Context: an optimization exercise on an open-source flow, tuned for small area and a short achievable clock period. The choices shown serve that exercise and are no tape-out recipe. The RTL of this run was laid out without a check of its function.

File: flow/flow/run.sh
#!/bin/bash
# Standard ORFS layout, with buf_2 port buffers (buf_1 on the outputs, flow/outbuf.tcl after
# global placement), and timing repair aiming for 11 ns of setup slack at the design's clock
# period (a tighter internal target), working on the worst paths only (TNS_END_PERCENT=0).
set -euo pipefail
export POST_GLOBAL_PLACE_TCL="$(pwd)/flow/outbuf.tcl"
bash standard.sh "BUFFER_PORTS_ARGS=-buffer_cell sky130_fd_sc_hd__buf_2" "SETUP_SLACK_MARGIN=11" "TNS_END_PERCENT=0" finish > make_finish.log 2>&1
File: flow/design.v
`timescale 1ns / 1ps
module HalfAdder(
    input a,
    input b,
    output f,
    output carryOut
    );
    assign f = a ^ b;
    assign carryOut = a & b;
endmodule
module HalfAdderN(
    input an,
    input bn,
    output fn,
    output carryOutN
    );
    Xnor2 x(an, bn, fn);
    Or2 o(an, bn, carryOutN);
endmodule
module Or2(input a, input b, output y);
    assign y = a | b;
endmodule
`timescale 1ns / 1ps
module FullAdder(
    input a,
    input b,
    input carryIn,
    output sum,
    output carryOut
    );
    assign sum = a ^ b ^ carryIn;
    assign carryOut = (a & b) | (a & carryIn) | (b & carryIn);
endmodule
`timescale 1ns / 1ps
module Inv(input a, output y);
    assign y = ~a;
endmodule
module Nand2(input a, input b, output y);
    assign y = ~(a & b);
endmodule
module Nor2(input a, input b, output y);
    assign y = ~(a | b);
endmodule
module Aoi21(input a, input b, input c, output y);
    assign y = ~((a & b) | c);
endmodule
module Oai21(input a, input b, input c, output y);
    assign y = ~((a | b) & c);
endmodule
module Xor2(input a, input b, output y);
    assign y = a ^ b;
endmodule
module Xnor2(input a, input b, output y);
    assign y = ~(a ^ b);
endmodule
module Ao21(input a, input b, input c, output y);
    assign y = (a & b) | c;
endmodule
module Ao22(input a, input b, input c, input d, output y);
    assign y = (a & b) | (c & d);
endmodule
module And2(input a, input b, output y);
    assign y = a & b;
endmodule
module Aoi22(input a, input b, input c, input d, output y);
    assign y = ~((a & b) | (c & d));
endmodule
module Aoi21b(input a, input b, input cn, output y);
    assign y = ~((a & b) | ~cn);
endmodule
module Oai21b(input a, input b, input cn, output y);
    assign y = ~((a | b) & ~cn);
endmodule
`timescale 1ns / 1ps
module MACRegister(
    input clk,
    input rst,
    input [1:0] opcode,
    input [15:0] a,
    input [15:0] b,
    output [31:0] dataOut
    );
    reg [31:0] register;
    assign dataOut = register;
    wire [31:0] rt = ~register;
    wire pp0_0 = ~(a[0] & b[0]), pp0_1 = ~(a[0] & b[1]), pp0_2 = ~(a[0] & b[2]), pp0_3 = ~(a[0] & b[3]), pp0_4 = ~(a[0] & b[4]), pp0_5 = ~(a[0] & b[5]), pp0_6 = ~(a[0] & b[6]), pp0_7 = ~(a[0] & b[7]), pp0_8 = ~(a[0] & b[8]), pp0_9 = ~(a[0] & b[9]), pp0_10 = ~(a[0] & b[10]), pp0_11 = ~(a[0] & b[11]), pp0_12 = ~(a[0] & b[12]), pp0_13 = ~(a[0] & b[13]), pp0_14 = ~(a[0] & b[14]), pp0_15 = ~(a[0] & b[15]);
    wire pp1_0 = ~(a[1] & b[0]), pp1_1 = ~(a[1] & b[1]), pp1_2 = ~(a[1] & b[2]), pp1_3 = ~(a[1] & b[3]), pp1_4 = ~(a[1] & b[4]), pp1_5 = ~(a[1] & b[5]), pp1_6 = ~(a[1] & b[6]), pp1_7 = ~(a[1] & b[7]), pp1_8 = ~(a[1] & b[8]), pp1_9 = ~(a[1] & b[9]), pp1_10 = ~(a[1] & b[10]), pp1_11 = ~(a[1] & b[11]), pp1_12 = ~(a[1] & b[12]), pp1_13 = ~(a[1] & b[13]), pp1_14 = ~(a[1] & b[14]), pp1_15 = ~(a[1] & b[15]);
    wire pp2_0 = ~(a[2] & b[0]), pp2_1 = ~(a[2] & b[1]), pp2_2 = ~(a[2] & b[2]), pp2_3 = ~(a[2] & b[3]), pp2_4 = ~(a[2] & b[4]), pp2_5 = ~(a[2] & b[5]), pp2_6 = ~(a[2] & b[6]), pp2_7 = ~(a[2] & b[7]), pp2_8 = ~(a[2] & b[8]), pp2_9 = ~(a[2] & b[9]), pp2_10 = ~(a[2] & b[10]), pp2_11 = ~(a[2] & b[11]), pp2_12 = ~(a[2] & b[12]), pp2_13 = ~(a[2] & b[13]), pp2_14 = ~(a[2] & b[14]), pp2_15 = ~(a[2] & b[15]);
    wire pp3_0 = ~(a[3] & b[0]), pp3_1 = ~(a[3] & b[1]), pp3_2 = ~(a[3] & b[2]), pp3_3 = ~(a[3] & b[3]), pp3_4 = ~(a[3] & b[4]), pp3_5 = ~(a[3] & b[5]), pp3_6 = ~(a[3] & b[6]), pp3_7 = ~(a[3] & b[7]), pp3_8 = ~(a[3] & b[8]), pp3_9 = ~(a[3] & b[9]), pp3_10 = ~(a[3] & b[10]), pp3_11 = ~(a[3] & b[11]), pp3_12 = ~(a[3] & b[12]), pp3_13 = ~(a[3] & b[13]), pp3_14 = ~(a[3] & b[14]), pp3_15 = ~(a[3] & b[15]);
    wire pp4_0 = ~(a[4] & b[0]), pp4_1 = ~(a[4] & b[1]), pp4_2 = ~(a[4] & b[2]), pp4_3 = ~(a[4] & b[3]), pp4_4 = ~(a[4] & b[4]), pp4_5 = ~(a[4] & b[5]), pp4_6 = ~(a[4] & b[6]), pp4_7 = ~(a[4] & b[7]), pp4_8 = ~(a[4] & b[8]), pp4_9 = ~(a[4] & b[9]), pp4_10 = ~(a[4] & b[10]), pp4_11 = ~(a[4] & b[11]), pp4_12 = ~(a[4] & b[12]), pp4_13 = ~(a[4] & b[13]), pp4_14 = ~(a[4] & b[14]), pp4_15 = ~(a[4] & b[15]);
    wire pp5_0 = ~(a[5] & b[0]), pp5_1 = ~(a[5] & b[1]), pp5_2 = ~(a[5] & b[2]), pp5_3 = ~(a[5] & b[3]), pp5_4 = ~(a[5] & b[4]), pp5_5 = ~(a[5] & b[5]), pp5_6 = ~(a[5] & b[6]), pp5_7 = ~(a[5] & b[7]), pp5_8 = ~(a[5] & b[8]), pp5_9 = ~(a[5] & b[9]), pp5_10 = ~(a[5] & b[10]), pp5_11 = ~(a[5] & b[11]), pp5_12 = ~(a[5] & b[12]), pp5_13 = ~(a[5] & b[13]), pp5_14 = ~(a[5] & b[14]), pp5_15 = ~(a[5] & b[15]);
    wire pp6_0 = ~(a[6] & b[0]), pp6_1 = ~(a[6] & b[1]), pp6_2 = ~(a[6] & b[2]), pp6_3 = ~(a[6] & b[3]), pp6_4 = ~(a[6] & b[4]), pp6_5 = ~(a[6] & b[5]), pp6_6 = ~(a[6] & b[6]), pp6_7 = ~(a[6] & b[7]), pp6_8 = ~(a[6] & b[8]), pp6_9 = ~(a[6] & b[9]), pp6_10 = ~(a[6] & b[10]), pp6_11 = ~(a[6] & b[11]), pp6_12 = ~(a[6] & b[12]), pp6_13 = ~(a[6] & b[13]), pp6_14 = ~(a[6] & b[14]), pp6_15 = ~(a[6] & b[15]);
    wire pp7_0 = ~(a[7] & b[0]), pp7_1 = ~(a[7] & b[1]), pp7_2 = ~(a[7] & b[2]), pp7_3 = ~(a[7] & b[3]), pp7_4 = ~(a[7] & b[4]), pp7_5 = ~(a[7] & b[5]), pp7_6 = ~(a[7] & b[6]), pp7_7 = ~(a[7] & b[7]), pp7_8 = ~(a[7] & b[8]), pp7_9 = ~(a[7] & b[9]), pp7_10 = ~(a[7] & b[10]), pp7_11 = ~(a[7] & b[11]), pp7_12 = ~(a[7] & b[12]), pp7_13 = ~(a[7] & b[13]), pp7_14 = ~(a[7] & b[14]), pp7_15 = ~(a[7] & b[15]);
    wire pp8_0 = ~(a[8] & b[0]), pp8_1 = ~(a[8] & b[1]), pp8_2 = ~(a[8] & b[2]), pp8_3 = ~(a[8] & b[3]), pp8_4 = ~(a[8] & b[4]), pp8_5 = ~(a[8] & b[5]), pp8_6 = ~(a[8] & b[6]), pp8_7 = ~(a[8] & b[7]), pp8_8 = ~(a[8] & b[8]), pp8_9 = ~(a[8] & b[9]), pp8_10 = ~(a[8] & b[10]), pp8_11 = ~(a[8] & b[11]), pp8_12 = ~(a[8] & b[12]), pp8_13 = ~(a[8] & b[13]), pp8_14 = ~(a[8] & b[14]), pp8_15 = ~(a[8] & b[15]);
    wire pp9_0 = ~(a[9] & b[0]), pp9_1 = ~(a[9] & b[1]), pp9_2 = ~(a[9] & b[2]), pp9_3 = ~(a[9] & b[3]), pp9_4 = ~(a[9] & b[4]), pp9_5 = ~(a[9] & b[5]), pp9_6 = ~(a[9] & b[6]), pp9_7 = ~(a[9] & b[7]), pp9_8 = ~(a[9] & b[8]), pp9_9 = ~(a[9] & b[9]), pp9_10 = ~(a[9] & b[10]), pp9_11 = ~(a[9] & b[11]), pp9_12 = ~(a[9] & b[12]), pp9_13 = ~(a[9] & b[13]), pp9_14 = ~(a[9] & b[14]), pp9_15 = ~(a[9] & b[15]);
    wire pp10_0 = ~(a[10] & b[0]), pp10_1 = ~(a[10] & b[1]), pp10_2 = ~(a[10] & b[2]), pp10_3 = ~(a[10] & b[3]), pp10_4 = ~(a[10] & b[4]), pp10_5 = ~(a[10] & b[5]), pp10_6 = ~(a[10] & b[6]), pp10_7 = ~(a[10] & b[7]), pp10_8 = ~(a[10] & b[8]), pp10_9 = ~(a[10] & b[9]), pp10_10 = ~(a[10] & b[10]), pp10_11 = ~(a[10] & b[11]), pp10_12 = ~(a[10] & b[12]), pp10_13 = ~(a[10] & b[13]), pp10_14 = ~(a[10] & b[14]), pp10_15 = ~(a[10] & b[15]);
    wire pp11_0 = ~(a[11] & b[0]), pp11_1 = ~(a[11] & b[1]), pp11_2 = ~(a[11] & b[2]), pp11_3 = ~(a[11] & b[3]), pp11_4 = ~(a[11] & b[4]), pp11_5 = ~(a[11] & b[5]), pp11_6 = ~(a[11] & b[6]), pp11_7 = ~(a[11] & b[7]), pp11_8 = ~(a[11] & b[8]), pp11_9 = ~(a[11] & b[9]), pp11_10 = ~(a[11] & b[10]), pp11_11 = ~(a[11] & b[11]), pp11_12 = ~(a[11] & b[12]), pp11_13 = ~(a[11] & b[13]), pp11_14 = ~(a[11] & b[14]), pp11_15 = ~(a[11] & b[15]);
    wire pp12_0 = ~(a[12] & b[0]), pp12_1 = ~(a[12] & b[1]), pp12_2 = ~(a[12] & b[2]), pp12_3 = ~(a[12] & b[3]), pp12_4 = ~(a[12] & b[4]), pp12_5 = ~(a[12] & b[5]), pp12_6 = ~(a[12] & b[6]), pp12_7 = ~(a[12] & b[7]), pp12_8 = ~(a[12] & b[8]), pp12_9 = ~(a[12] & b[9]), pp12_10 = ~(a[12] & b[10]), pp12_11 = ~(a[12] & b[11]), pp12_12 = ~(a[12] & b[12]), pp12_13 = ~(a[12] & b[13]), pp12_14 = ~(a[12] & b[14]), pp12_15 = ~(a[12] & b[15]);
    wire pp13_0 = ~(a[13] & b[0]), pp13_1 = ~(a[13] & b[1]), pp13_2 = ~(a[13] & b[2]), pp13_3 = ~(a[13] & b[3]), pp13_4 = ~(a[13] & b[4]), pp13_5 = ~(a[13] & b[5]), pp13_6 = ~(a[13] & b[6]), pp13_7 = ~(a[13] & b[7]), pp13_8 = ~(a[13] & b[8]), pp13_9 = ~(a[13] & b[9]), pp13_10 = ~(a[13] & b[10]), pp13_11 = ~(a[13] & b[11]), pp13_12 = ~(a[13] & b[12]), pp13_13 = ~(a[13] & b[13]), pp13_14 = ~(a[13] & b[14]), pp13_15 = ~(a[13] & b[15]);
    wire pp14_0 = ~(a[14] & b[0]), pp14_1 = ~(a[14] & b[1]), pp14_2 = ~(a[14] & b[2]), pp14_3 = ~(a[14] & b[3]), pp14_4 = ~(a[14] & b[4]), pp14_5 = ~(a[14] & b[5]), pp14_6 = ~(a[14] & b[6]), pp14_7 = ~(a[14] & b[7]), pp14_8 = ~(a[14] & b[8]), pp14_9 = ~(a[14] & b[9]), pp14_10 = ~(a[14] & b[10]), pp14_11 = ~(a[14] & b[11]), pp14_12 = ~(a[14] & b[12]), pp14_13 = ~(a[14] & b[13]), pp14_14 = ~(a[14] & b[14]), pp14_15 = ~(a[14] & b[15]);
    wire pp15_0 = ~(a[15] & b[0]), pp15_1 = ~(a[15] & b[1]), pp15_2 = ~(a[15] & b[2]), pp15_3 = ~(a[15] & b[3]), pp15_4 = ~(a[15] & b[4]), pp15_5 = ~(a[15] & b[5]), pp15_6 = ~(a[15] & b[6]), pp15_7 = ~(a[15] & b[7]), pp15_8 = ~(a[15] & b[8]), pp15_9 = ~(a[15] & b[9]), pp15_10 = ~(a[15] & b[10]), pp15_11 = ~(a[15] & b[11]), pp15_12 = ~(a[15] & b[12]), pp15_13 = ~(a[15] & b[13]), pp15_14 = ~(a[15] & b[14]), pp15_15 = ~(a[15] & b[15]);
    wire s1, c2, s3, c4, s5, c6, s7, c8, s9, c10, s11, c12, s13, c14, s15, c16;
    wire s17, c18, s19, c20, s21, c22, s23, c24, s25, c26, s27, c28, s29, c30, s31, c32;
    wire s33, c34, s35, c36, s37, c38, s39, c40, s41, c42, s43, c44, s45, c46, s47, c48;
    wire s49, c50, s51, c52, s53, c54, s55, c56, s57, c58, s59, c60, s61, c62, s63, c64;
    wire s65, c66, s67, c68, s69, c70, s71, c72, s73, c74, s75, c76, s77, c78, s79, c80;
    wire s81, c82, s83, c84, s85, c86, s87, c88, s89, c90, s91, c92, s93, c94, s95, c96;
    wire s97, c98, s99, c100, s101, c102, s103, c104, s105, c106, s107, c108, s109, c110, s111, c112;
    wire s113, c114, s115, c116, s117, c118, s119, c120, s121, c122, s123, c124, s125, c126, s127, c128;
    wire s129, c130, s131, c132, s133, c134, s135, c136, s137, c138, s139, c140, s141, c142, s143, c144;
    wire s145, c146, s147, c148, s149, c150, s151, c152, s153, c154, s155, c156, s157, c158, s159, c160;
    wire s161, c162, s163, c164, s165, c166, s167, c168, s169, c170, s171, c172, s173, c174, s175, c176;
    wire s177, c178, s179, c180, s181, c182, s183, c184, s185, c186, s187, c188, s189, c190, s191, c192;
    wire s193, c194, s195, c196, s197, c198, s199, c200, s201, c202, s203, c204, s205, c206, s207, c208;
    wire s209, c210, s211, c212, s213, c214, s215, c216, s217, c218, s219, c220, s221, c222, s223, c224;
    wire s225, c226, s227, c228, s229, c230, s231, c232, s233, c234, s235, c236, s237, c238, s239, c240;
    wire s241, c242, s243, c244, s245, c246, s247, c248, s249, c250, s251, c252, s253, c254, s255, c256;
    wire s257, c258, s259, c260, s261, c262, s263, c264, s265, c266, s267, c268, s269, c270, s271, c272;
    wire s273, c274, s275, c276, s277, c278, s279, c280, s281, c282, s283, c284, s285, c286, s287, c288;
    wire s289, c290, s291, c292, s293, c294, s295, c296, s297, c298, s299, c300, s301, c302, s303, c304;
    wire s305, c306, s307, c308, s309, c310, s311, c312, s313, c314, s315, c316, s317, c318, s319, c320;
    wire s321, c322, s323, c324, s325, c326, s327, c328, s329, c330, s331, c332, s333, c334, s335, c336;
    wire s337, c338, s339, c340, s341, c342, s343, c344, s345, c346, s347, c348, s349, c350, s351, c352;
    wire s353, c354, s355, c356, s357, c358, s359, c360, s361, c362, s363, c364, s365, c366, s367, c368;
    wire s369, c370, s371, c372, s373, c374, s375, c376, s377, c378, s379, c380, s381, c382, s383, c384;
    wire s385, c386, s387, c388, s389, c390, s391, c392, s393, c394, s395, c396, s397, c398, s399, c400;
    wire s401, c402, s403, c404, s405, c406, s407, c408, s409, c410, s411, c412, s413, c414, s415, c416;
    wire s417, c418, s419, c420, s421, c422, s423, c424, s425, c426, s427, c428, s429, c430, s431, c432;
    wire s433, c434, s435, c436, s437, c438, s439, c440, s441, c442, s443, c444, s445, c446, s447, c448;
    wire s449, c450, s451, c452, s453, c454, s455, c456, s457, c458, s459, c460, s461, c462, s463, c464;
    wire s465, c466, s467, c468, s469, c470, s471, c472, s473, c474, s475, c476, s477, c478, s479, c480;
    wire s481, c482, s483, c484, s485, c486, s487, c488, s489, c490, s491, c492;
    HalfAdderN ha0(rt[12], pp0_12, s1, c2);
    FullAdder fa0(rt[13], pp0_13, pp10_3, s3, c4);
    HalfAdderN ha1(pp11_2, pp12_1, s5, c6);
    FullAdder fa1(rt[14], pp0_14, pp10_4, s7, c8);
    FullAdder fa2(pp11_3, pp12_2, pp13_1, s9, c10);
    HalfAdderN ha2(pp14_0, pp1_13, s11, c12);
    FullAdder fa3(rt[15], pp0_15, pp10_5, s13, c14);
    FullAdder fa4(pp11_4, pp12_3, pp13_2, s15, c16);
    FullAdder fa5(pp14_1, pp15_0, pp1_14, s17, c18);
    HalfAdderN ha3(pp2_13, pp3_12, s19, c20);
    FullAdder fa6(rt[16], pp10_6, pp11_5, s21, c22);
    FullAdder fa7(pp12_4, pp13_3, pp14_2, s23, c24);
    FullAdder fa8(pp15_1, pp1_15, pp2_14, s25, c26);
    HalfAdderN ha4(pp3_13, pp4_12, s27, c28);
    FullAdder fa9(rt[17], pp10_7, pp11_6, s29, c30);
    FullAdder fa10(pp12_5, pp13_4, pp14_3, s31, c32);
    FullAdder fa11(pp15_2, pp2_15, pp3_14, s33, c34);
    FullAdder fa12(rt[18], pp10_8, pp11_7, s35, c36);
    FullAdder fa13(pp12_6, pp13_5, pp14_4, s37, c38);
    FullAdder fa14(rt[19], pp10_9, pp11_8, s39, c40);
    HalfAdderN ha5(rt[8], pp0_8, s41, c42);
    FullAdder fa15(rt[9], pp0_9, pp1_8, s43, c44);
    HalfAdderN ha6(pp2_7, pp3_6, s45, c46);
    FullAdder fa16(rt[10], pp0_10, pp10_0, s47, c48);
    FullAdder fa17(pp1_9, pp2_8, pp3_7, s49, c50);
    HalfAdderN ha7(pp4_6, pp5_5, s51, c52);
    FullAdder fa18(rt[11], pp0_11, pp10_1, s53, c54);
    FullAdder fa19(pp11_0, pp1_10, pp2_9, s55, c56);
    FullAdder fa20(pp3_8, pp4_7, pp5_6, s57, c58);
    HalfAdderN ha8(pp6_5, pp7_4, s59, c60);
    FullAdder fa21(pp10_2, pp11_1, pp12_0, s61, c62);
    FullAdder fa22(pp1_11, pp2_10, pp3_9, s63, c64);
    FullAdder fa23(pp4_8, pp5_7, pp6_6, s65, c66);
    FullAdder fa24(pp7_5, pp8_4, pp9_3, s67, c68);
    FullAdder fa25(pp13_0, pp1_12, pp2_11, s69, c70);
    FullAdder fa26(pp3_10, pp4_9, pp5_8, s71, c72);
    FullAdder fa27(pp6_7, pp7_6, pp8_5, s73, c74);
    FullAdder fa28(pp9_4, c2, s5, s75, c76);
    FullAdder fa29(pp2_12, pp3_11, pp4_10, s77, c78);
    FullAdder fa30(pp5_9, pp6_8, pp7_7, s79, c80);
    FullAdder fa31(pp8_6, pp9_5, c6, s81, c82);
    FullAdder fa32(s11, c4, s7, s83, c84);
    FullAdder fa33(pp4_11, pp5_10, pp6_9, s85, c86);
    FullAdder fa34(pp7_8, pp8_7, pp9_6, s87, c88);
    FullAdder fa35(c12, s19, c8, s89, c90);
    FullAdder fa36(c10, s13, s15, s91, c92);
    FullAdder fa37(pp5_11, pp6_10, pp7_9, s93, c94);
    FullAdder fa38(pp8_8, pp9_7, c20, s95, c96);
    FullAdder fa39(s27, c14, c16, s97, c98);
    FullAdder fa40(c18, s21, s23, s99, c100);
    FullAdder fa41(pp4_13, pp5_12, pp6_11, s101, c102);
    FullAdder fa42(pp7_10, pp8_9, pp9_8, s103, c104);
    FullAdder fa43(c28, c22, c24, s105, c106);
    FullAdder fa44(c26, s29, s31, s107, c108);
    FullAdder fa45(pp15_3, pp3_15, pp4_14, s109, c110);
    FullAdder fa46(pp5_13, pp6_12, pp7_11, s111, c112);
    FullAdder fa47(pp8_10, pp9_9, c30, s113, c114);
    FullAdder fa48(c32, c34, s35, s115, c116);
    FullAdder fa49(pp12_7, pp13_6, pp14_5, s117, c118);
    FullAdder fa50(pp15_4, pp4_15, pp5_14, s119, c120);
    FullAdder fa51(pp6_13, pp7_12, pp8_11, s121, c122);
    FullAdder fa52(pp9_10, c36, c38, s123, c124);
    FullAdder fa53(rt[20], pp10_10, pp11_9, s125, c126);
    FullAdder fa54(pp12_8, pp13_7, pp14_6, s127, c128);
    FullAdder fa55(pp15_5, pp5_15, pp6_14, s129, c130);
    FullAdder fa56(pp7_13, pp8_12, pp9_11, s131, c132);
    FullAdder fa57(rt[21], pp10_11, pp11_10, s133, c134);
    FullAdder fa58(pp12_9, pp13_8, pp14_7, s135, c136);
    FullAdder fa59(pp15_6, pp6_15, pp7_14, s137, c138);
    FullAdder fa60(rt[22], pp10_12, pp11_11, s139, c140);
    FullAdder fa61(pp12_10, pp13_9, pp14_8, s141, c142);
    FullAdder fa62(rt[23], pp10_13, pp11_12, s143, c144);
    HalfAdderN ha9(rt[5], pp0_5, s145, c146);
    FullAdder fa63(rt[6], pp0_6, pp1_5, s147, c148);
    HalfAdderN ha10(pp2_4, pp3_3, s149, c150);
    FullAdder fa64(rt[7], pp0_7, pp1_6, s151, c152);
    FullAdder fa65(pp2_5, pp3_4, pp4_3, s153, c154);
    HalfAdderN ha11(pp5_2, pp6_1, s155, c156);
    FullAdder fa66(pp1_7, pp2_6, pp3_5, s157, c158);
    FullAdder fa67(pp4_4, pp5_3, pp6_2, s159, c160);
    FullAdder fa68(pp7_1, pp8_0, s41, s161, c162);
    FullAdder fa69(pp4_5, pp5_4, pp6_3, s163, c164);
    FullAdder fa70(pp7_2, pp8_1, pp9_0, s165, c166);
    FullAdder fa71(c42, s45, s43, s167, c168);
    FullAdder fa72(pp6_4, pp7_3, pp8_2, s169, c170);
    FullAdder fa73(pp9_1, c46, s51, s171, c172);
    FullAdder fa74(c44, s47, s49, s173, c174);
    FullAdder fa75(pp8_3, pp9_2, c52, s175, c176);
    FullAdder fa76(s59, c48, c50, s177, c178);
    FullAdder fa77(s53, s55, s57, s179, c180);
    FullAdder fa78(c60, s1, c54, s181, c182);
    FullAdder fa79(c56, c58, s61, s183, c184);
    FullAdder fa80(s63, s65, s67, s185, c186);
    FullAdder fa81(c62, c64, c66, s187, c188);
    FullAdder fa82(c68, s3, s69, s189, c190);
    FullAdder fa83(s71, s73, s75, s191, c192);
    FullAdder fa84(c70, c72, c74, s193, c194);
    FullAdder fa85(s77, s79, s9, s195, c196);
    FullAdder fa86(c76, s81, s83, s197, c198);
    FullAdder fa87(c78, c80, s17, s199, c200);
    FullAdder fa88(s85, s87, c82, s201, c202);
    FullAdder fa89(c84, s89, s91, s203, c204);
    FullAdder fa90(c86, c88, s25, s205, c206);
    FullAdder fa91(s93, s95, c90, s207, c208);
    FullAdder fa92(s97, c92, s99, s209, c210);
    FullAdder fa93(c94, s101, s103, s211, c212);
    FullAdder fa94(s33, c96, c98, s213, c214);
    FullAdder fa95(s105, c100, s107, s215, c216);
    FullAdder fa96(c102, c104, s109, s217, c218);
    FullAdder fa97(s111, s37, c106, s219, c220);
    FullAdder fa98(s113, c108, s115, s221, c222);
    FullAdder fa99(c110, c112, s39, s223, c224);
    FullAdder fa100(s117, s119, s121, s225, c226);
    FullAdder fa101(c114, s123, c116, s227, c228);
    FullAdder fa102(c40, c118, c120, s229, c230);
    FullAdder fa103(c122, s125, s127, s231, c232);
    FullAdder fa104(s129, s131, c124, s233, c234);
    FullAdder fa105(pp8_13, pp9_12, c126, s235, c236);
    FullAdder fa106(c128, c130, c132, s237, c238);
    FullAdder fa107(s133, s135, s137, s239, c240);
    FullAdder fa108(pp15_7, pp7_15, pp8_14, s241, c242);
    FullAdder fa109(pp9_13, c134, c136, s243, c244);
    FullAdder fa110(c138, s139, s141, s245, c246);
    FullAdder fa111(pp12_11, pp13_10, pp14_9, s247, c248);
    FullAdder fa112(pp15_8, pp8_15, pp9_14, s249, c250);
    FullAdder fa113(c140, c142, s143, s251, c252);
    FullAdder fa114(rt[24], pp10_14, pp11_13, s253, c254);
    FullAdder fa115(pp12_12, pp13_11, pp14_10, s255, c256);
    FullAdder fa116(pp15_9, pp9_15, c144, s257, c258);
    FullAdder fa117(rt[25], pp10_15, pp11_14, s259, c260);
    FullAdder fa118(pp12_13, pp13_12, pp14_11, s261, c262);
    FullAdder fa119(rt[26], pp11_15, pp12_14, s263, c264);
    HalfAdderN ha12(rt[3], pp0_3, s265, c266);
    FullAdder fa120(rt[4], pp0_4, pp1_3, s267, c268);
    HalfAdderN ha13(pp2_2, pp3_1, s269, c270);
    FullAdder fa121(pp1_4, pp2_3, pp3_2, s271, c272);
    FullAdder fa122(pp4_1, pp5_0, s145, s273, c274);
    FullAdder fa123(pp4_2, pp5_1, pp6_0, s275, c276);
    FullAdder fa124(c146, s149, s147, s277, c278);
    FullAdder fa125(pp7_0, c150, s155, s279, c280);
    FullAdder fa126(c148, s151, s153, s281, c282);
    FullAdder fa127(c156, c152, c154, s283, c284);
    FullAdder fa128(s157, s159, s161, s285, c286);
    FullAdder fa129(c158, c160, s163, s287, c288);
    FullAdder fa130(s165, c162, s167, s289, c290);
    FullAdder fa131(c164, c166, s169, s291, c292);
    FullAdder fa132(s171, c168, s173, s293, c294);
    FullAdder fa133(c170, c172, s175, s295, c296);
    FullAdder fa134(c174, s177, s179, s297, c298);
    FullAdder fa135(c176, c178, s181, s299, c300);
    FullAdder fa136(c180, s183, s185, s301, c302);
    FullAdder fa137(c182, c184, c186, s303, c304);
    FullAdder fa138(s187, s189, s191, s305, c306);
    FullAdder fa139(c188, c190, s193, s307, c308);
    FullAdder fa140(s195, c192, s197, s309, c310);
    FullAdder fa141(c194, c196, s199, s311, c312);
    FullAdder fa142(s201, c198, s203, s313, c314);
    FullAdder fa143(c200, s205, c202, s315, c316);
    FullAdder fa144(s207, c204, s209, s317, c318);
    FullAdder fa145(c206, s211, c208, s319, c320);
    FullAdder fa146(s213, c210, s215, s321, c322);
    FullAdder fa147(c212, s217, c214, s323, c324);
    FullAdder fa148(s219, c216, s221, s325, c326);
    FullAdder fa149(c218, s223, s225, s327, c328);
    FullAdder fa150(c220, c222, s227, s329, c330);
    FullAdder fa151(c224, s229, c226, s331, c332);
    FullAdder fa152(s231, s233, c228, s333, c334);
    FullAdder fa153(s235, c230, c232, s335, c336);
    FullAdder fa154(s237, s239, c234, s337, c338);
    FullAdder fa155(s241, c236, s243, s339, c340);
    FullAdder fa156(c238, c240, s245, s341, c342);
    FullAdder fa157(c242, s247, s249, s343, c344);
    FullAdder fa158(c244, c246, s251, s345, c346);
    FullAdder fa159(c248, c250, s253, s347, c348);
    FullAdder fa160(s255, s257, c252, s349, c350);
    FullAdder fa161(pp15_10, c254, c256, s351, c352);
    FullAdder fa162(s259, s261, c258, s353, c354);
    FullAdder fa163(pp13_13, pp14_12, pp15_11, s355, c356);
    FullAdder fa164(c260, c262, s263, s357, c358);
    FullAdder fa165(rt[27], pp12_15, pp13_14, s359, c360);
    FullAdder fa166(pp14_13, pp15_12, c264, s361, c362);
    FullAdder fa167(rt[28], pp13_15, pp14_14, s363, c364);
    HalfAdderN ha14(rt[2], pp0_2, s365, c366);
    FullAdder fa168(pp1_2, pp2_1, pp3_0, s367, c368);
    FullAdder fa169(pp4_0, c266, s269, s369, c370);
    FullAdder fa170(c270, c268, s271, s371, c372);
    FullAdder fa171(c272, s275, c274, s373, c374);
    FullAdder fa172(c276, s279, c278, s375, c376);
    FullAdder fa173(c280, c282, s283, s377, c378);
    FullAdder fa174(c284, s287, c286, s379, c380);
    FullAdder fa175(c288, s291, c290, s381, c382);
    FullAdder fa176(c292, s295, c294, s383, c384);
    FullAdder fa177(c296, s299, c298, s385, c386);
    FullAdder fa178(c300, c302, s303, s387, c388);
    FullAdder fa179(c304, s307, c306, s389, c390);
    FullAdder fa180(c308, s311, c310, s391, c392);
    FullAdder fa181(c312, s315, c314, s393, c394);
    FullAdder fa182(c316, s319, c318, s395, c396);
    FullAdder fa183(c320, s323, c322, s397, c398);
    FullAdder fa184(s327, c324, c326, s399, c400);
    FullAdder fa185(c328, s331, c330, s401, c402);
    FullAdder fa186(s335, c332, s337, s403, c404);
    FullAdder fa187(c336, s339, s341, s405, c406);
    FullAdder fa188(s343, c340, c342, s407, c408);
    FullAdder fa189(c344, s347, c346, s409, c410);
    FullAdder fa190(s351, c348, s353, s411, c412);
    FullAdder fa191(s355, c352, s357, s413, c414);
    FullAdder fa192(c356, s359, s361, s415, c416);
    FullAdder fa193(pp15_13, c360, s363, s417, c418);
    FullAdder fa194(rt[29], pp14_15, pp15_14, s419, c420);
    HalfAdderN ha15(rt[1], pp0_1, s421, c422);
    FullAdder fa195(pp1_1, pp2_0, s365, s423, c424);
    FullAdder fa196(c366, s265, s367, s425, c426);
    FullAdder fa197(c368, s267, s369, s427, c428);
    FullAdder fa198(c370, s273, s371, s429, c430);
    FullAdder fa199(c372, s277, s373, s431, c432);
    FullAdder fa200(s281, c374, s375, s433, c434);
    FullAdder fa201(c376, s285, s377, s435, c436);
    FullAdder fa202(c378, s289, s379, s437, c438);
    FullAdder fa203(s293, c380, s381, s439, c440);
    FullAdder fa204(s297, c382, s383, s441, c442);
    FullAdder fa205(s301, c384, s385, s443, c444);
    FullAdder fa206(s305, c386, s387, s445, c446);
    FullAdder fa207(c388, s309, s389, s447, c448);
    FullAdder fa208(s313, c390, s391, s449, c450);
    FullAdder fa209(s317, c392, s393, s451, c452);
    FullAdder fa210(s321, c394, s395, s453, c454);
    FullAdder fa211(s325, c396, s397, s455, c456);
    FullAdder fa212(s329, c398, s399, s457, c458);
    FullAdder fa213(s333, c400, s401, s459, c460);
    FullAdder fa214(c334, s403, c402, s461, c462);
    FullAdder fa215(c338, s405, c404, s463, c464);
    FullAdder fa216(s345, c406, s407, s465, c466);
    FullAdder fa217(s349, c408, s409, s467, c468);
    FullAdder fa218(c350, s411, c410, s469, c470);
    FullAdder fa219(c354, s413, c412, s471, c472);
    FullAdder fa220(c358, c414, s415, s473, c474);
    FullAdder fa221(c362, s417, c416, s475, c476);
    FullAdder fa222(c364, s419, c418, s477, c478);
    FullAdder fa223(rt[30], pp15_15, c420, s479, c480);
    HalfAdderN ha16(rt[0], pp0_0, s481, c482);
    FullAdder fa224(pp1_0, c482, s421, s483, c484);
    FullAdder fa225(c422, c484, s423, s485, c486);
    FullAdder fa226(c424, s425, c486, s487, c488);
    FullAdder fa227(c426, s427, c488, s489, c490);
    FullAdder fa228(c428, s429, c490, s491, c492);
    wire [31:0] x = {c480, c478, c476, c474, c472, c470, c468, c466, c464, c462, c460, c458, c456, c454, c452, c450, c448, c446, c444, c442, c440, c438, c436, c434, c432, c430, s491, s489, s487, s485, s483, s481};
    wire [31:0] y = {rt[31], s479, s477, s475, s473, s471, s469, s467, s465, s463, s461, s459, s457, s455, s453, s451, s449, s447, s445, s443, s441, s439, s437, s435, s433, s431, 1'b1, 1'b1, 1'b1, 1'b1, 1'b1, 1'b1};
    wire n493, n494, n495, n496, n497, n498, n499, n500, n501, n502, n503, n504, n505, n506, n507, n508, n509, n510, n511, n512, n513, n514, n515, n516, n517, n518, n519, n520, n521, n522, n523, n524, n525, n526, n527, n528, n529, n530, n531, n532, n533, n534, n535, n536, n537, n538, n539, n540, n541, n542, n543, n544, n545, n546, n547, n548, n549, n550, n551, n552, n553, n554, n555, n556, n557, n558, n559, n560, n561, n562, n563, n564, n565, n566, n567, n568, n569, n570, n571, n572, n573, n574, n575, n576, n577, n578, n579, n580, n581, n582, n583, n584, n585, n586, n587, n588, n589, n590, n591, n592, n593, n594, n595, n596, n597, n598, n599, n600, n601, n602, n603, n604, n605, n606, n607, n608, n609, n610, n611, n612, n613, n614, n615, n616, n617, n618, n619, n620, n621, n622, n623, n624, n625, n626, n627, n628, n629, n630, n631, n632, n633, n634, n635, n636, n637, n638, n639, n640, n641, n642, n643, n644, n645, n646, n647, n648, n649, n650, n651, n652, n653, n654, n655, n656, n657, n658, n659, n660, n661, n662, n663, n664, n665, n666, n667, n668, n669, n670, n671, n672, n673, n674, n675, n676, n677, n678, n679, n680, n681, n682, n683, n684, n685, n686, n687, n688, n689, n690, n691, n692, n693, n694, n695, n696, n697, n698, n699, n700, n701, n702, n703, n704, n705, n706, n707, n708, n709, n710, n711, n712, n713, n714, n715, n716, n717, n718, n719, n720, n721, n722, n723, n724, n725, n726, n727, n728, n729, n730, n731, n732, n733;
    Xor2 u_n493(x[6], y[6], n493);
    Nand2 u_n494(x[6], y[6], n494);
    Nor2 u_n495(x[6], y[6], n495);
    Inv u_n496(c492, n496);
    Oai21 u_n497(n495, n496, n494, n497);
    Xor2 u_n498(x[7], y[7], n498);
    Nand2 u_n499(x[7], y[7], n499);
    Nor2 u_n500(x[7], y[7], n500);
    Xor2 u_n501(x[8], y[8], n501);
    Nand2 u_n502(x[8], y[8], n502);
    Nor2 u_n503(x[8], y[8], n503);
    Xor2 u_n504(x[9], y[9], n504);
    Nand2 u_n505(x[9], y[9], n505);
    Nor2 u_n506(x[9], y[9], n506);
    Xor2 u_n507(x[10], y[10], n507);
    Nand2 u_n508(x[10], y[10], n508);
    Nor2 u_n509(x[10], y[10], n509);
    Xor2 u_n510(x[11], y[11], n510);
    Nand2 u_n511(x[11], y[11], n511);
    Nor2 u_n512(x[11], y[11], n512);
    Xor2 u_n513(x[12], y[12], n513);
    Nand2 u_n514(x[12], y[12], n514);
    Nor2 u_n515(x[12], y[12], n515);
    Xor2 u_n516(x[13], y[13], n516);
    Nand2 u_n517(x[13], y[13], n517);
    Nor2 u_n518(x[13], y[13], n518);
    Xor2 u_n519(x[14], y[14], n519);
    Nand2 u_n520(x[14], y[14], n520);
    Nor2 u_n521(x[14], y[14], n521);
    Xor2 u_n522(x[15], y[15], n522);
    Nand2 u_n523(x[15], y[15], n523);
    Nor2 u_n524(x[15], y[15], n524);
    Xor2 u_n525(x[16], y[16], n525);
    Nand2 u_n526(x[16], y[16], n526);
    Nor2 u_n527(x[16], y[16], n527);
    Xor2 u_n528(x[17], y[17], n528);
    Nand2 u_n529(x[17], y[17], n529);
    Nor2 u_n530(x[17], y[17], n530);
    Xor2 u_n531(x[18], y[18], n531);
    Nand2 u_n532(x[18], y[18], n532);
    Nor2 u_n533(x[18], y[18], n533);
    Xor2 u_n534(x[19], y[19], n534);
    Nand2 u_n535(x[19], y[19], n535);
    Nor2 u_n536(x[19], y[19], n536);
    Xor2 u_n537(x[20], y[20], n537);
    Nand2 u_n538(x[20], y[20], n538);
    Nor2 u_n539(x[20], y[20], n539);
    Xor2 u_n540(x[21], y[21], n540);
    Nand2 u_n541(x[21], y[21], n541);
    Nor2 u_n542(x[21], y[21], n542);
    Xor2 u_n543(x[22], y[22], n543);
    Nand2 u_n544(x[22], y[22], n544);
    Nor2 u_n545(x[22], y[22], n545);
    Xor2 u_n546(x[23], y[23], n546);
    Nand2 u_n547(x[23], y[23], n547);
    Nor2 u_n548(x[23], y[23], n548);
    Xor2 u_n549(x[24], y[24], n549);
    Nand2 u_n550(x[24], y[24], n550);
    Nor2 u_n551(x[24], y[24], n551);
    Xor2 u_n552(x[25], y[25], n552);
    Nand2 u_n553(x[25], y[25], n553);
    Nor2 u_n554(x[25], y[25], n554);
    Xor2 u_n555(x[26], y[26], n555);
    Nand2 u_n556(x[26], y[26], n556);
    Nor2 u_n557(x[26], y[26], n557);
    Xor2 u_n558(x[27], y[27], n558);
    Nand2 u_n559(x[27], y[27], n559);
    Nor2 u_n560(x[27], y[27], n560);
    Xor2 u_n561(x[28], y[28], n561);
    Nand2 u_n562(x[28], y[28], n562);
    Nor2 u_n563(x[28], y[28], n563);
    Xor2 u_n564(x[29], y[29], n564);
    Nand2 u_n565(x[29], y[29], n565);
    Nor2 u_n566(x[29], y[29], n566);
    Xor2 u_n567(x[30], y[30], n567);
    Nand2 u_n568(x[30], y[30], n568);
    Nor2 u_n569(x[30], y[30], n569);
    Xor2 u_n570(x[31], y[31], n570);
    Nand2 u_n571(x[31], y[31], n571);
    Nor2 u_n572(x[31], y[31], n572);
    Inv u_n573(n500, n573);
    Inv u_n574(n499, n574);
    Aoi21 u_n575(n573, n497, n574, n575);
    Oai21 u_n576(n506, n502, n505, n576);
    Nor2 u_n577(n506, n503, n577);
    Oai21 u_n578(n512, n508, n511, n578);
    Nor2 u_n579(n512, n509, n579);
    Oai21 u_n580(n518, n514, n517, n580);
    Nor2 u_n581(n518, n515, n581);
    Oai21 u_n582(n524, n520, n523, n582);
    Nor2 u_n583(n524, n521, n583);
    Oai21 u_n584(n530, n526, n529, n584);
    Nor2 u_n585(n530, n527, n585);
    Oai21 u_n586(n536, n532, n535, n586);
    Nor2 u_n587(n536, n533, n587);
    Oai21 u_n588(n542, n538, n541, n588);
    Nor2 u_n589(n542, n539, n589);
    Oai21 u_n590(n548, n544, n547, n590);
    Nor2 u_n591(n548, n545, n591);
    Oai21 u_n592(n554, n550, n553, n592);
    Nor2 u_n593(n554, n551, n593);
    Oai21 u_n594(n560, n556, n559, n594);
    Nor2 u_n595(n560, n557, n595);
    Oai21 u_n596(n566, n562, n565, n596);
    Nor2 u_n597(n566, n563, n597);
    Oai21 u_n598(n572, n568, n571, n598);
    Nor2 u_n599(n572, n569, n599);
    Oai21 u_n600(n503, n575, n502, n600);
    Inv u_n601(n577, n601);
    Inv u_n602(n576, n602);
    Oai21 u_n603(n601, n575, n602, n603);
    Inv u_n604(n515, n604);
    Inv u_n605(n514, n605);
    Aoi21 u_n606(n604, n578, n605, n606);
    Nand2 u_n607(n604, n579, n607);
    Aoi21 u_n608(n581, n578, n580, n608);
    Nand2 u_n609(n581, n579, n609);
    Inv u_n610(n527, n610);
    Inv u_n611(n526, n611);
    Aoi21 u_n612(n610, n582, n611, n612);
    Nand2 u_n613(n610, n583, n613);
    Aoi21 u_n614(n585, n582, n584, n614);
    Nand2 u_n615(n585, n583, n615);
    Inv u_n616(n539, n616);
    Inv u_n617(n538, n617);
    Aoi21 u_n618(n616, n586, n617, n618);
    Nand2 u_n619(n616, n587, n619);
    Aoi21 u_n620(n589, n586, n588, n620);
    Nand2 u_n621(n589, n587, n621);
    Inv u_n622(n551, n622);
    Inv u_n623(n550, n623);
    Aoi21 u_n624(n622, n590, n623, n624);
    Nand2 u_n625(n622, n591, n625);
    Aoi21 u_n626(n593, n590, n592, n626);
    Nand2 u_n627(n593, n591, n627);
    Inv u_n628(n563, n628);
    Inv u_n629(n562, n629);
    Aoi21 u_n630(n628, n594, n629, n630);
    Nand2 u_n631(n628, n595, n631);
    Aoi21 u_n632(n597, n594, n596, n632);
    Nand2 u_n633(n597, n595, n633);
    Inv u_n634(n509, n634);
    Inv u_n635(n508, n635);
    Aoi21 u_n636(n634, n603, n635, n636);
    Aoi21 u_n637(n579, n603, n578, n637);
    Inv u_n638(n607, n638);
    Inv u_n639(n606, n639);
    Aoi21 u_n640(n638, n603, n639, n640);
    Inv u_n641(n609, n641);
    Inv u_n642(n608, n642);
    Aoi21 u_n643(n641, n603, n642, n643);
    Oai21 u_n644(n533, n614, n532, n644);
    Nor2 u_n645(n533, n615, n645);
    Inv u_n646(n587, n646);
    Inv u_n647(n586, n647);
    Oai21 u_n648(n646, n614, n647, n648);
    Nor2 u_n649(n646, n615, n649);
    Oai21 u_n650(n619, n614, n618, n650);
    Nor2 u_n651(n619, n615, n651);
    Oai21 u_n652(n621, n614, n620, n652);
    Nor2 u_n653(n621, n615, n653);
    Oai21 u_n654(n557, n626, n556, n654);
    Nor2 u_n655(n557, n627, n655);
    Inv u_n656(n595, n656);
    Inv u_n657(n594, n657);
    Oai21 u_n658(n656, n626, n657, n658);
    Nor2 u_n659(n656, n627, n659);
    Oai21 u_n660(n631, n626, n630, n660);
    Nor2 u_n661(n631, n627, n661);
    Oai21 u_n662(n633, n626, n632, n662);
    Nor2 u_n663(n633, n627, n663);
    Oai21 u_n664(n521, n643, n520, n664);
    Inv u_n665(n583, n665);
    Inv u_n666(n582, n666);
    Oai21 u_n667(n665, n643, n666, n667);
    Oai21 u_n668(n613, n643, n612, n668);
    Oai21 u_n669(n615, n643, n614, n669);
    Inv u_n670(n645, n670);
    Inv u_n671(n644, n671);
    Oai21 u_n672(n670, n643, n671, n672);
    Inv u_n673(n649, n673);
    Inv u_n674(n648, n674);
    Oai21 u_n675(n673, n643, n674, n675);
    Inv u_n676(n651, n676);
    Inv u_n677(n650, n677);
    Oai21 u_n678(n676, n643, n677, n678);
    Inv u_n679(n653, n679);
    Inv u_n680(n652, n680);
    Oai21 u_n681(n679, n643, n680, n681);
    Inv u_n682(n569, n682);
    Inv u_n683(n568, n683);
    Aoi21 u_n684(n682, n662, n683, n684);
    Nand2 u_n685(n682, n663, n685);
    Aoi21 u_n686(n599, n662, n598, n686);
    Nand2 u_n687(n599, n663, n687);
    Inv u_n688(n545, n688);
    Inv u_n689(n544, n689);
    Aoi21 u_n690(n688, n681, n689, n690);
    Aoi21 u_n691(n591, n681, n590, n691);
    Inv u_n692(n625, n692);
    Inv u_n693(n624, n693);
    Aoi21 u_n694(n692, n681, n693, n694);
    Inv u_n695(n627, n695);
    Inv u_n696(n626, n696);
    Aoi21 u_n697(n695, n681, n696, n697);
    Aoi21 u_n698(n655, n681, n654, n698);
    Aoi21 u_n699(n659, n681, n658, n699);
    Aoi21 u_n700(n661, n681, n660, n700);
    Aoi21 u_n701(n663, n681, n662, n701);
    Inv u_n702(n685, n702);
    Inv u_n703(n684, n703);
    Aoi21 u_n704(n702, n681, n703, n704);
    Inv u_n705(n687, n705);
    Inv u_n706(n686, n706);
    Aoi21 u_n707(n705, n681, n706, n707);
    wire sM = ~rst & (opcode == 2'd2);
    wire sL = ~rst & (opcode == 2'd1);
    wire sH = ~rst & (opcode[0] == opcode[1]);
    wire [31:0] other, nxt;
    Ao22 u_o0(sL, b[0], sH, register[0], other[0]);
    Ao22 u_o1(sL, b[1], sH, register[1], other[1]);
    Ao22 u_o2(sL, b[2], sH, register[2], other[2]);
    Ao22 u_o3(sL, b[3], sH, register[3], other[3]);
    Ao22 u_o4(sL, b[4], sH, register[4], other[4]);
    Ao22 u_o5(sL, b[5], sH, register[5], other[5]);
    Ao22 u_o6(sL, b[6], sH, register[6], other[6]);
    Ao22 u_o7(sL, b[7], sH, register[7], other[7]);
    Ao22 u_o8(sL, b[8], sH, register[8], other[8]);
    Ao22 u_o9(sL, b[9], sH, register[9], other[9]);
    Ao22 u_o10(sL, b[10], sH, register[10], other[10]);
    Ao22 u_o11(sL, b[11], sH, register[11], other[11]);
    Ao22 u_o12(sL, b[12], sH, register[12], other[12]);
    Ao22 u_o13(sL, b[13], sH, register[13], other[13]);
    Ao22 u_o14(sL, b[14], sH, register[14], other[14]);
    Ao22 u_o15(sL, b[15], sH, register[15], other[15]);
    Ao22 u_o16(sL, a[0], sH, register[16], other[16]);
    Ao22 u_o17(sL, a[1], sH, register[17], other[17]);
    Ao22 u_o18(sL, a[2], sH, register[18], other[18]);
    Ao22 u_o19(sL, a[3], sH, register[19], other[19]);
    Ao22 u_o20(sL, a[4], sH, register[20], other[20]);
    Ao22 u_o21(sL, a[5], sH, register[21], other[21]);
    Ao22 u_o22(sL, a[6], sH, register[22], other[22]);
    Ao22 u_o23(sL, a[7], sH, register[23], other[23]);
    Ao22 u_o24(sL, a[8], sH, register[24], other[24]);
    Ao22 u_o25(sL, a[9], sH, register[25], other[25]);
    Ao22 u_o26(sL, a[10], sH, register[26], other[26]);
    Ao22 u_o27(sL, a[11], sH, register[27], other[27]);
    Ao22 u_o28(sL, a[12], sH, register[28], other[28]);
    Ao22 u_o29(sL, a[13], sH, register[29], other[29]);
    Ao22 u_o30(sL, a[14], sH, register[30], other[30]);
    Ao22 u_o31(sL, a[15], sH, register[31], other[31]);
    assign nxt[0] = (sM & ~x[0]) | other[0];
    assign nxt[1] = (sM & ~x[1]) | other[1];
    assign nxt[2] = (sM & ~x[2]) | other[2];
    assign nxt[3] = (sM & ~x[3]) | other[3];
    assign nxt[4] = (sM & ~x[4]) | other[4];
    assign nxt[5] = (sM & ~x[5]) | other[5];
    Xnor2 u_n708(n493, c492, n708);
    Ao21 u_d6(sM, n708, other[6], nxt[6]);
    Xnor2 u_n709(n498, n497, n709);
    Ao21 u_d7(sM, n709, other[7], nxt[7]);
    Xor2 u_n710(n501, n575, n710);
    Ao21 u_d8(sM, n710, other[8], nxt[8]);
    Xnor2 u_n711(n504, n600, n711);
    Ao21 u_d9(sM, n711, other[9], nxt[9]);
    Xnor2 u_n712(n507, n603, n712);
    Ao21 u_d10(sM, n712, other[10], nxt[10]);
    Xor2 u_n713(n510, n636, n713);
    Ao21 u_d11(sM, n713, other[11], nxt[11]);
    Xor2 u_n714(n513, n637, n714);
    Ao21 u_d12(sM, n714, other[12], nxt[12]);
    Xor2 u_n715(n516, n640, n715);
    Ao21 u_d13(sM, n715, other[13], nxt[13]);
    Xor2 u_n716(n519, n643, n716);
    Ao21 u_d14(sM, n716, other[14], nxt[14]);
    Xnor2 u_n717(n522, n664, n717);
    Ao21 u_d15(sM, n717, other[15], nxt[15]);
    Xnor2 u_n718(n525, n667, n718);
    Ao21 u_d16(sM, n718, other[16], nxt[16]);
    Xnor2 u_n719(n528, n668, n719);
    Ao21 u_d17(sM, n719, other[17], nxt[17]);
    Xnor2 u_n720(n531, n669, n720);
    Ao21 u_d18(sM, n720, other[18], nxt[18]);
    Xnor2 u_n721(n534, n672, n721);
    Ao21 u_d19(sM, n721, other[19], nxt[19]);
    Xnor2 u_n722(n537, n675, n722);
    Ao21 u_d20(sM, n722, other[20], nxt[20]);
    Xnor2 u_n723(n540, n678, n723);
    Ao21 u_d21(sM, n723, other[21], nxt[21]);
    Xnor2 u_n724(n543, n681, n724);
    Ao21 u_d22(sM, n724, other[22], nxt[22]);
    Xor2 u_n725(n546, n690, n725);
    Ao21 u_d23(sM, n725, other[23], nxt[23]);
    Xor2 u_n726(n549, n691, n726);
    Ao21 u_d24(sM, n726, other[24], nxt[24]);
    Xor2 u_n727(n552, n694, n727);
    Ao21 u_d25(sM, n727, other[25], nxt[25]);
    Xor2 u_n728(n555, n697, n728);
    Ao21 u_d26(sM, n728, other[26], nxt[26]);
    Xor2 u_n729(n558, n698, n729);
    Ao21 u_d27(sM, n729, other[27], nxt[27]);
    Xor2 u_n730(n561, n699, n730);
    Ao21 u_d28(sM, n730, other[28], nxt[28]);
    Xor2 u_n731(n564, n700, n731);
    Ao21 u_d29(sM, n731, other[29], nxt[29]);
    Xor2 u_n732(n567, n701, n732);
    Ao21 u_d30(sM, n732, other[30], nxt[30]);
    Xor2 u_n733(n570, n704, n733);
    Ao21 u_d31(sM, n733, other[31], nxt[31]);
    always @ (posedge clk)
        register <= nxt;
endmodule
File: flow/constraint.sdc
create_clock -name core_clock -period 19.0 [get_ports {clk}]
set_input_delay 3.8000 -clock core_clock [delete_from_list [all_inputs] [get_ports {clk}]]
set_output_delay 3.8000 -clock core_clock [all_outputs]
set_load 0.01 [all_outputs]
File: flow/flow/outbuf.tcl
# After global placement: the buffers that buffer_ports put on the output ports drive only
# the port's load, so give them drive strength 1.
set db [ord::get_db]
set small [$db findMaster sky130_fd_sc_hd__buf_1]
set n 0
foreach bterm [[ord::get_db_block] getBTerms] {
  if {[$bterm getIoType] ne "OUTPUT"} { continue }
  set net [$bterm getNet]
  foreach iterm [$net getITerms] {
    if {![$iterm isOutputSignal]} { continue }
    set inst [$iterm getInst]
    if {[string match sky130_fd_sc_hd__buf_* [[$inst getMaster] getName]]} {
      $inst swapMaster $small
      incr n
    }
  }
}
puts "outbuf.tcl: $n output port buffers set to buf_1"
File: flow/standard.sh
#!/bin/bash
# synth_recipe.tcl (not shown) runs the flow's synth.tcl, then flattens the netlist and writes it again
# the make line also repeats each setting of config.mk as NAME=value (left out here)
make -C /OpenROAD-flow-scripts/flow DESIGN_CONFIG=/design/flow/config.mk WORK_HOME=/design/flow/orfs CLKGATE_MAP_FILE= SYNTH_SCRIPT=/design/flow/synth_recipe.tcl "${@:-finish}"
File: flow/config.mk
export PLATFORM = sky130hd
export DESIGN_NAME = MACRegister
export DESIGN_NICKNAME = MACRegister
export VERILOG_FILES = /design/flow/design.v
export SDC_FILE = /design/flow/constraint.sdc
export NUM_CORES = 4
export LEC_CHECK = 0
export CAP_MARGIN = 20
export CORE_MARGIN = 2
export CORE_UTILIZATION = 55
export CTS_BUF_LIST = sky130_fd_sc_hd__clkbuf_8
export PLACE_DENSITY = 0.75
export SETUP_SLACK_MARGIN = 1.0
export SLEW_MARGIN = 20
export SYNTH_HIERARCHICAL = 1
export SYNTH_MINIMUM_KEEP_SIZE = 0
==> results.py <==
metrics = {
    "outcome": {
        "outcome": "complete, no violations",
    },
    "min_path": {
        "holdCritPathClass": "reg2reg",
    },
    "grt": {
        "grt_start_max_net_pins": 33,
        "grt.overflow.total": 0,
        "grt_antenna_before_repair": 0,
        "grt_first_pass_wirelength_um": 38600,
        "gr-usage-all-layers_pct": 28.3,
        "via_count_of_the_first_global_routing_pass": 7410,
    },
    "cts": {
        "cts_hold_buf": 0,
        "cts.sink_count": 32,
        "clk_pin_slew_worst_paths_ns": 0.09,
        "clock_tree_from_tritoncts": "yes",
        "ctsLongestPathBuffers": 2,
        "cts_inserted_buffers": 5,
        "worst_skew_pair.late_latency_ns": 0.32,
        "cts_root_buffer": "sky130_fd_sc_hd__clkbuf_8",
        "cts-htree-levels": 2,
    },
    "drt": {
        "via_count": 6968,
        "router_iterations_before_antenna_repair": 5,
        "drt-wirelength-per-cell_um": 20.0,
        "final_wl_um": 24500,
        "final_antenna_net_count": 0,
        "detailedRoute.firstIterationViolations": 495,
        "drcViolationCount": 0,
        "avgViaCountPerCell": 5.70,
    },
    "floorplan": {
        "die_w_um": 133,
        "placement_rows": 47,
        "die_height_um": 133,
        "start_util_pct": 55.5,
        "floorplan.core_area_sq_um": 16400,
        "floorplan.io_pins": 68,
        "die-area_sq_um": 17600,
    },
    "critical_path": {
        "critical_path.top_delay_family": "adder cells",
        "path_max_fanout": 17,
        "cp_common_cell": "sky130_fd_sc_hd__fa_1",
        "worst_setup_path_end_kind": "flip-flop",
        "req_time_crit_path_ns": 19.27,
        "timing_worst_setup_path_type": "in2reg",
        "critical_path_buf_inv_count": 3,
        "critical_path_start_type": "primary input",
        "critical_path_arrival_ns": 8.31,
        "cp_slowest_stage_delay_ns": 0.52,
        "worstPathCellList": "buf_6 > nand2_1 > fa_1 > fa_1 > fa_1 > fa_1 > fa_1 > fa_1 > nor2_4 > o21ai_4 > a21oi_2 > o21ai_1 > inv_1 > o21ai_4 > buf_12 > a21oi_4 > xor2_1 > a21o_1",
        "cpMaxStageDelayCell": "sky130_fd_sc_hd__fa_1",
    },
    "timing": {
        "finalHoldViolations": 0,
        "timing_worst_slew_pin_value_ns": 0.567,
        "maxSlewViolCount": 0,
        "max_freq_ghz": 0.124,
        "unrepaired_setup_endpoints_after_global_routing": "yes",
        "fin_tns_setup_ns": 0,
        "finalClockSkew_ns": 0.00995,
        "final.hold.worst_slack_ns": 0.582,
        "min_period_over_period_pct": 42.4,
        "time_the_worst_path_needs_with_i_o_delays_and_setup_ns": 8.05,
        "max-slew-margin-rel_pct": 61.9,
        "report.final.setup_viol": 0,
    },
    "logic_synthesis": {
        "number_of_warnings_reported_in_the_yosys_synthesis_log": 7,
        "synth_largest_type_area_fraction_pct": 50.3,
        "post_synth.cell_area_avg_sq_um": 9.58,
        "net_count_after_synthesis": 1218,
        "synth_seq_cells": 32,
        "syn-cell-area_sq_um": 9110,
        "synthDistinctLibCells": 20,
        "netlist.top_cell.by_area": "sky130_fd_sc_hd__fa_1",
        "synth_cells": 951,
        "synth_area_leaders": "sky130_fd_sc_hd__fa_1 (50%), sky130_fd_sc_hd__nand2_1 (12%), sky130_fd_sc_hd__dfxtp_1 (7.0%)",
        "ys_seq_area_share_pct": 7.03,
    },
    "cells_and_area": {
        "antenna_cells_inserted": 0,
        "design.final.nets": 1269,
        "mostFrequentLayoutCells": "sky130_fd_sc_hd__nand2_1 (281), sky130_fd_sc_hd__fa_1 (217), sky130_fd_sc_hd__inv_1 (81), sky130_fd_sc_hd__xor2_1 (40), sky130_fd_sc_hd__buf_4 (39)",
        "largest_registers_in_the_final_layout": "register x32",
        "area_growth_syn_to_layout_pct": 9.60,
        "largest-register": "register",
        "drive_above_1_share_pct": 14.6,
        "non_filler_cells_in_the_finished_layout": 1223,
        "largest_register_ffs": 32,
        "final_common_cell": "sky130_fd_sc_hd__nand2_1",
    },
    "placed_design": {
        "dpl.cell_count": 1176,
        "detailedPlacementHpwl_um": 17100,
        "placement.io_buffers": 67,
    },
    "flow_run": {
        "max_cap_viol_count": 0,
    },
}
## area by class of cell
class	instances	area, sq um
fillers	1381	6420
well taps	220	275
clock buffers	6	82.6
clock inverters	2	7.51
inverters	80	300
flip-flops and latches	32	641
repair buffers	108	1010
multi-input cells	775	7670
## Yosys stat by module (local to each module, per instance), a selection
module | cells inside | flops+latches | cell area, sq um | times used
Ao21 | 1 | 0 | 7.51 | 26
Nor2 | 1 | 0 | 3.75 | 44
Xnor2 | 1 | 0 | 8.76 | 29
Oai21 | 1 | 0 | 5.00 | 30
Xor2 | 1 | 0 | 8.76 | 40
Nand2 | 1 | 0 | 3.75 | 36
MACRegister | 398 | 32 | 2500 | 1
Inv | 1 | 0 | 3.75 | 45
Aoi21 | 1 | 0 | 8.76 | 25
Ao22 | 1 | 0 | 8.76 | 32
Or2 | 1 | 0 | 6.26 | 17
FullAdder | 1 | 0 | 20.0 | 229
## logic make-up (layout without fill, tap and decap cells)
logic type,Yosys count,count (layout),share of synthesized area [%]
compound gates,119,119,9.76
xor+xnor,69,69,6.63
fa+ha+maj,231,231,50.6
buf+inv,144,196,10.6
flops,32,32,7.03
simple gates,356,356,15.4
## per-stage QoR
step	util [%]	area, sq um	setup WS, ns
after floorplan	-	9120	10.79
after global placement	55.4	9090	10.20
after detailed placement	55.1	9050	10.16
after CTS	56.9	9340	10.98
after global routing	60.9	9990	10.77
final	60.9	9990	10.95
## what timing repair did
action	in CTS	in global routing
endpoints found under the setup margin	17	17
hold endpoints to repair	0	0
buffers inserted	3	31
gates resized for setup	54	73
cloned	0	4
pin swaps	3	32
## routing by layer
metal	global-route usage, %	wire length [um]	vias up
li1	-	-	2986
met1	36.9	9220	3542
met2	47.0	12300	369
met3	6.28	2130	71
met4	10.3	756	0
met5	0	0	-
## Yosys cell counts
master	number
sky130_fd_sc_hd__or2_1	17
sky130_fd_sc_hd__o21ai_1	30
sky130_fd_sc_hd__nand2b_4	1
sky130_fd_sc_hd__clkbuf_8	4
sky130_fd_sc_hd__dfxtp_1	32
sky130_fd_sc_hd__xor2_1	40
sky130_fd_sc_hd__ha_1	2
sky130_fd_sc_hd__nor2b_1	2
sky130_fd_sc_hd__o21bai_1	6
sky130_fd_sc_hd__xnor2_1	29
sky130_fd_sc_hd__a21o_1	26
sky130_fd_sc_hd__buf_6	43
sky130_fd_sc_hd__a21oi_2	25
sky130_fd_sc_hd__fa_1	229
sky130_fd_sc_hd__a22o_1	32
sky130_fd_sc_hd__nand2_2	3
sky130_fd_sc_hd__nand2_1	289
sky130_fd_sc_hd__buf_4	17
sky130_fd_sc_hd__nor2_1	44
sky130_fd_sc_hd__inv_1	80
## tightest hold or removal path, delay by kind of cell, from the launching register on
family / cells / cell delay [ns]
AO/OA/AOI/OAI: 2 / 0.20
flip-flops: 1 / 0.36
## path summary, 6_finish.rpt
path,startpoint,to,slack (ns),depth (start not counted)
setup / recovery,b[8],register[23],10.95,18
hold / removal,register[26],register[26],0.58,2
setup reg to reg,register[17],register[23],14.18,17
hold reg to reg,register[26],register[26],0.58,2

-- static timing again, ports no longer ideal --
The results above use ideal ports. As a check the final layout listed here was re-extracted and re-timed, cells and wires unchanged. Step 1 sets driving cells, clkbuf_16 on the clock port and buf_2 on the other inputs (assumed; they add their load-dependent delay and slew). Step 2 times the ports against the registers' clock, not the clock port: input delays grow and output delays shrink by t, the midpoint of the rising clock arrivals with the driver on. Slacks: no drivers / after step 1 / after step 2; pairs: no drivers / after step 1.
t, ns: 0.354
setup WS [ns]: 10.952 / 10.870 / 10.516
worst setup path at the end: input to register
cell pins on the clock port's net: 1
After both steps setup and hold are still met in this run. The setup slack of this run moves by -0.082 ns with the drivers and by -0.436 ns with both steps.
